This is an optimization exercise on Yosys and OpenROAD, whose aim is small area, not a production implementation.
In this exercise RTL edits were held to simulation tests only and were not proved equivalent to the original.
Power figures rest on the tool's default switching activity, not on a simulated workload.

Design Top, start of the top module:
module Top(
    input clk,
    input [7:0] SW,
    input reset,
    input sens,
    input disF,
    input disB,
    input BOX,
    input signal,
    input IPS_F,
    input IPS_L,
    input IPS_R,
    input IPS_TR,
    input IPS_TL,
    input isig,
    output reg FORA,
    output reg BCKA,
    output reg FORB,
    output BCKB,
    output ENA,
    output ENB,
    output s2, s3,
    output [7:0] led,
    output [1:0] spot,
    output IWHITE,
    output IRED,
    output IGREEN,
    output IBLUE,
    output drop
);
For scale: ~1300 cells after synthesis, about 170 flip-flops, ~9100 um2 of cells after synthesis.
clock: 10.0 ns
lec_check: 0
abc_area: 1
cap_margin: 20
core_margin: 2
core_utilization: 40
slew_margin: 20
run.sh (not shown) runs the stock make flow with config.mk's settings and CLKGATE_MAP_FILE= SYNTH_SCRIPT=/design/flow/synth_recipe.tcl, a recipe that flattens the netlist after the stock synthesis.
Change:
==> flow/flow/run.sh (new file) <==
#!/bin/bash
# Own flow: the standard layout (standard.sh) with two changes:
#  - clock tree: no dummy balancing loads, smaller clock buffers;
#  - port buffers: the smallest buffer, buf_1.
# Each tool's output goes to ORFS's own logs under orfs/logs; make's output
# goes to flow_make.log here.
set -euo pipefail
export CTS_ARGS="-sink_clustering_enable -repair_clock_nets -dont_use_dummy_load -root_buf sky130_fd_sc_hd__clkbuf_16 -buf_list sky130_fd_sc_hd__clkbuf_8 -sink_clustering_size 30 -sink_clustering_max_diameter 100"
export BUFFER_PORTS_ARGS="-buffer_cell sky130_fd_sc_hd__buf_1"
bash standard.sh finish > flow_make.log 2>&1
==> flow/standard.sh (new file) <==
#!/bin/bash
# synth_recipe.tcl (not shown) runs the flow's synth.tcl, then flattens the netlist and writes it again
# the make line also repeats each setting of config.mk as NAME=value (left out here)
make -C /OpenROAD-flow-scripts/flow DESIGN_CONFIG=/design/flow/config.mk WORK_HOME=/design/flow/orfs CLKGATE_MAP_FILE= SYNTH_SCRIPT=/design/flow/synth_recipe.tcl "${@:-finish}"
ABC_AREA = default   (was 1)
removed: flow/run.sh
What happened: Hold slack is better by 0.040 ns; routed wire length came out lower by 5.8%; clock skew goes up by 0.031 ns; synthesized cell count went down by about 20%; die area went down by about 1.2%; power goes down by about 37%; synthesized area came out lower by 1.3%; sequential share of layout area is higher by 3.0 points; cell area fell by about 8%; cell count came out lower by 19%; via count went down by about 11%.
Change:
==> flow/run.sh (new file) <==
#!/bin/bash
# synth_recipe.tcl (not shown) runs the flow's synth.tcl, then flattens the netlist and writes it again
# the make line also repeats each setting of config.mk as NAME=value (left out here)
make -C /OpenROAD-flow-scripts/flow DESIGN_CONFIG=/design/flow/config.mk WORK_HOME=/design/flow/orfs CLKGATE_MAP_FILE= SYNTH_SCRIPT=/design/flow/synth_recipe.tcl finish
removed: flow/flow/run.sh
removed: flow/standard.sh
Effect: Area after synthesis is unchanged. Synthesized cell count does not change. Sequential share of layout area shrinks by 2.4 points. Total power grows by 26%.

========
Top, a different RTL version from the one above (not shown whole).
For scale: about 910 cells after synthesis, ~44 I/O pins, ~8400 µm² of cells after synthesis.
==> flow/config.mk <==
export PLATFORM = sky130hd
export DESIGN_NAME = Top
export DESIGN_NICKNAME = Top
export VERILOG_FILES = /design/flow/design.v
export SDC_FILE = /design/flow/constraint.sdc
export NUM_CORES = 4
export LEC_CHECK = 0
export CAP_MARGIN = 20
export CORE_MARGIN = 2
export CORE_UTILIZATION = 65
export SLEW_MARGIN = 20
==> flow/constraint.sdc <==
create_clock -name core_clock -period 10.0 [get_ports {clk}]
set_input_delay 2.0000 -clock core_clock [delete_from_list [all_inputs] [get_ports {clk}]]
set_output_delay 2.0000 -clock core_clock [all_outputs]
set_load 0.01 [all_outputs]
standard.sh (not shown) runs the stock make flow with config.mk's settings and CLKGATE_MAP_FILE= SYNTH_SCRIPT=/design/flow/synth_recipe.tcl, a recipe that flattens the netlist after the stock synthesis.
==> flow/flow/run.sh <==
#!/bin/bash
# Own flow: the standard layout (standard.sh) with two changes:
#  - clock tree: no dummy balancing loads, smaller clock buffers;
#  - port buffers: the smallest buffer, buf_1;
#  - after placement's repair_design, flow/post_resize.tcl downsizes gates
#    with slack to spare and repairs slew and capacitance again.
# Each tool's output goes to ORFS's own logs under orfs/logs; make's output
# goes to flow_make.log here.
set -euo pipefail
export CTS_ARGS="-sink_clustering_enable -repair_clock_nets -dont_use_dummy_load -root_buf sky130_fd_sc_hd__clkbuf_16 -buf_list sky130_fd_sc_hd__clkbuf_8 -sink_clustering_size 30 -sink_clustering_max_diameter 100"
export BUFFER_PORTS_ARGS="-buffer_cell sky130_fd_sc_hd__buf_1"
export POST_RESIZE_TCL="$PWD/flow/post_resize.tcl"
bash standard.sh finish > flow_make.log 2>&1
==> flow/flow/post_resize.tcl <==
# After placement's repair_design: downsize gates off the critical paths
# (the clock period leaves a lot of slack), then repair slew and
# capacitance again.
repair_timing -recover_power 100 -verbose
repair_design -slew_margin 20 -cap_margin 20 -verbose
Change:
--- a/flow/flow/run.sh
+++ b/flow/flow/run.sh
@@ -3,5 +3,3 @@
 #  - clock tree: no dummy balancing loads, smaller clock buffers;
-#  - port buffers: the smallest buffer, buf_1;
-#  - after placement's repair_design, flow/post_resize.tcl downsizes gates
-#    with slack to spare and repairs slew and capacitance again.
+#  - port buffers: the smallest buffer, buf_1.
 # Each tool's output goes to ORFS's own logs under orfs/logs; make's output
@@ -11,3 +9,2 @@
 export BUFFER_PORTS_ARGS="-buffer_cell sky130_fd_sc_hd__buf_1"
-export POST_RESIZE_TCL="$PWD/flow/post_resize.tcl"
 bash standard.sh finish > flow_make.log 2>&1
--- a/flow/config.mk
+++ b/flow/config.mk
@@ -10,2 +10,3 @@
 export CORE_UTILIZATION = 65
+export GPL_TIMING_DRIVEN = 0
 export SLEW_MARGIN = 20
removed: flow/flow/post_resize.tcl
After rerunning: Global-route usage rises by 2.5 points. Fmax rises by 3.7%. Hold slack is worse by 0.0059 ns. Worst setup slack is better by 0.15 ns. First-iteration DRC count rises by 18%.

========
## main
Top, a different RTL version from the one above (not shown whole).
For scale: roughly 940 cells after synthesis, ~170 flip-flops, roughly 8500 um2 of cells after synthesis.
Design Top, start of the top module:
module Top(
    input clk,
    input [7:0] SW,
    input reset,
    input sens,
    input disF,
    input disB,
    input BOX,
    input signal,
    input IPS_F,
    input IPS_L,
    input IPS_R,
    input IPS_TR,
    input IPS_TL,
    input isig,
    output reg FORA,
    output reg BCKA,
    output reg FORB,
    output BCKB,
    output ENA,
    output ENB,
    output s2, s3,
    output [7:0] led,
    output [1:0] spot,
    output IWHITE,
    output IRED,
    output IGREEN,
    output IBLUE,
    output drop
);
    wire pwm_a, pwm_b;
    wire oc_flag;
    wire detF, detB;
    wire FORA_IPS, BCKA_IPS, FORB_IPS;
    wire TL, TR;
    reg L, R, AL, AR, FLIP, FOR, REV;
    wire col_done;
    wire [1:0] col_state;
    PWMA pwm (.clk(clk), .reset(reset), .SW(SW), .pwm_a(pwm_a), .pwm_b(pwm_b));
    distance distance (
    .clk(clk),
    .reset(reset),
    .disF(disF),
    .disB(disB),
    .detF(detF),
    .detB(detB)
    );
    Overcurrent oc_protection (
    .clk(clk),
    .reset(reset),
    .sens(sens),
    .oc_flag(oc_flag)
    );
    IPS_Line ips_line (
        .clk(clk),
        .reset(reset),
        .IPS_F(IPS_F),
        .IPS_L(IPS_L),
        .IPS_R(IPS_R),
        .IPS_TR(IPS_TR),
        .IPS_TL(IPS_TL),
        .FORA(FORA_IPS),
        .BCKA(BCKA_IPS),
        .FORB(FORB_IPS),
        .EFOR(FOR),
        .EREV(REV),
        .EL(L),
        .ER(R),
        .EAL(AL),
        .EAR(AR),
  ...
==> flow/config.mk <==
export PLATFORM = sky130hd
export DESIGN_NAME = Top
export DESIGN_NICKNAME = Top
export VERILOG_FILES = /design/flow/design.v
export SDC_FILE = /design/flow/constraint.sdc
export NUM_CORES = 4
export LEC_CHECK = 0
export CAP_MARGIN = 20
export CORE_MARGIN = 2
export CORE_UTILIZATION = 65
export SLEW_MARGIN = 20
==> flow/constraint.sdc <==
create_clock -name core_clock -period 10.0 [get_ports {clk}]
set_input_delay 2.0000 -clock core_clock [delete_from_list [all_inputs] [get_ports {clk}]]
set_output_delay 2.0000 -clock core_clock [all_outputs]
set_load 0.01 [all_outputs]
==> flow/flow/run.sh <==
#!/bin/bash
# Own flow: the standard layout (standard.sh) with two changes:
#  - clock tree: no dummy balancing loads, smaller clock buffers;
#  - port buffers: the smallest buffer, buf_1;
#  - after global routing, gates off the critical paths are downsized
#    (ORFS RECOVER_POWER).
# Each tool's output goes to ORFS's own logs under orfs/logs; make's output
# goes to flow_make.log here.
set -euo pipefail
export CTS_ARGS="-sink_clustering_enable -repair_clock_nets -dont_use_dummy_load -root_buf sky130_fd_sc_hd__clkbuf_16 -buf_list sky130_fd_sc_hd__clkbuf_8 -sink_clustering_size 30 -sink_clustering_max_diameter 100"
export BUFFER_PORTS_ARGS="-buffer_cell sky130_fd_sc_hd__buf_1"
export RECOVER_POWER=100
bash standard.sh finish > flow_make.log 2>&1
The final report for main shows a completed flow and a layout that fails verification, specifically max-capacitance violations, max-slew violations.
--- input diff main..the feature branch ---
diff --git a/flow/flow/run.sh b/flow/flow/run.sh
--- a/flow/flow/run.sh
+++ b/flow/flow/run.sh
@@ -3,5 +3,3 @@
 #  - clock tree: no dummy balancing loads, smaller clock buffers;
-#  - port buffers: the smallest buffer, buf_1;
-#  - after global routing, gates off the critical paths are downsized
-#    (ORFS RECOVER_POWER).
+#  - port buffers: the smallest buffer, buf_1.
 # Each tool's output goes to ORFS's own logs under orfs/logs; make's output
@@ -11,3 +9,2 @@
 export BUFFER_PORTS_ARGS="-buffer_cell sky130_fd_sc_hd__buf_1"
-export RECOVER_POWER=100
 bash standard.sh finish > flow_make.log 2>&1
The feature branch finished end to end and its layout was clean on timing, DRC and antenna.
main → the feature branch: buffering overhead about even, routed via count divided by cell count did not really move.
Clock power: the feature branch vs main, no meaningful difference
On part of the power in combinational logic: the feature branch sits above main.
The leakage dissipation reported for the feature branch is greater than that of main by 0.039 nW.
Relative to main, synthesis-to-finish area growth has gone up in the feature branch.
Between main and the feature branch, the wire length figures differ only marginally.
Taking main as the reference, in the feature branch wire length on met2 barely changed; DRC marker count from the first detailed-route iteration dropped about 3%.
Diff the feature branch and main: final critical-path required period higher in main
Of the feature branch and main, main shows the higher worst hold slack, with the feature branch below it.

==> afterwards: timing with drivers on the ports <==
How much do the figures lean on ideal ports? The routed layouts below were timed once more, with nothing changed but the port constraints.
Step 1 (the two cells are an assumption about what drives the block):
set clk [get_ports {clk}]
set_driving_cell -lib_cell sky130_fd_sc_hd__clkbuf_16 $clk
set_driving_cell -lib_cell sky130_fd_sc_hd__buf_2 [delete_from_list [all_inputs] $clk]
Step 2 adds t to the input delays and takes it off the output delays; t is the mean of the earliest and latest rising clock arrival at the registers after step 1. Input paths then give back, and output paths get back, about the clock's delay inside the block.
Slacks: ideal ports / drivers / drivers and shift; pairs: ideal ports / drivers.
run	t (ns)	setup slack, ns	worst slew at a driven data input, ns	pins driven straight from the clock port
the first run of note 1	0.468	5.475 / 5.498 / 5.030	0.03	1
the second run of note 1	0.419	5.729 / 5.734 / 5.315	0.04	1
the third run of note 1	0.475	5.317 / 5.324 / 4.849	0.05	1
the first run of note 2	0.402	5.747 / 5.765 / 5.362	0.03	1
the second run of note 2	0.408	5.899 / 5.904 / 5.496	0.05	1
main	0.411	3.976 / 3.986 / 3.575	0.04	1
the feature branch	0.410	6.326 / 6.342 / 5.932	0.04	1
The setup slack of the third run of note 1, which loses most, moves by +0.007 ns with the drivers and by -0.468 ns with both steps.
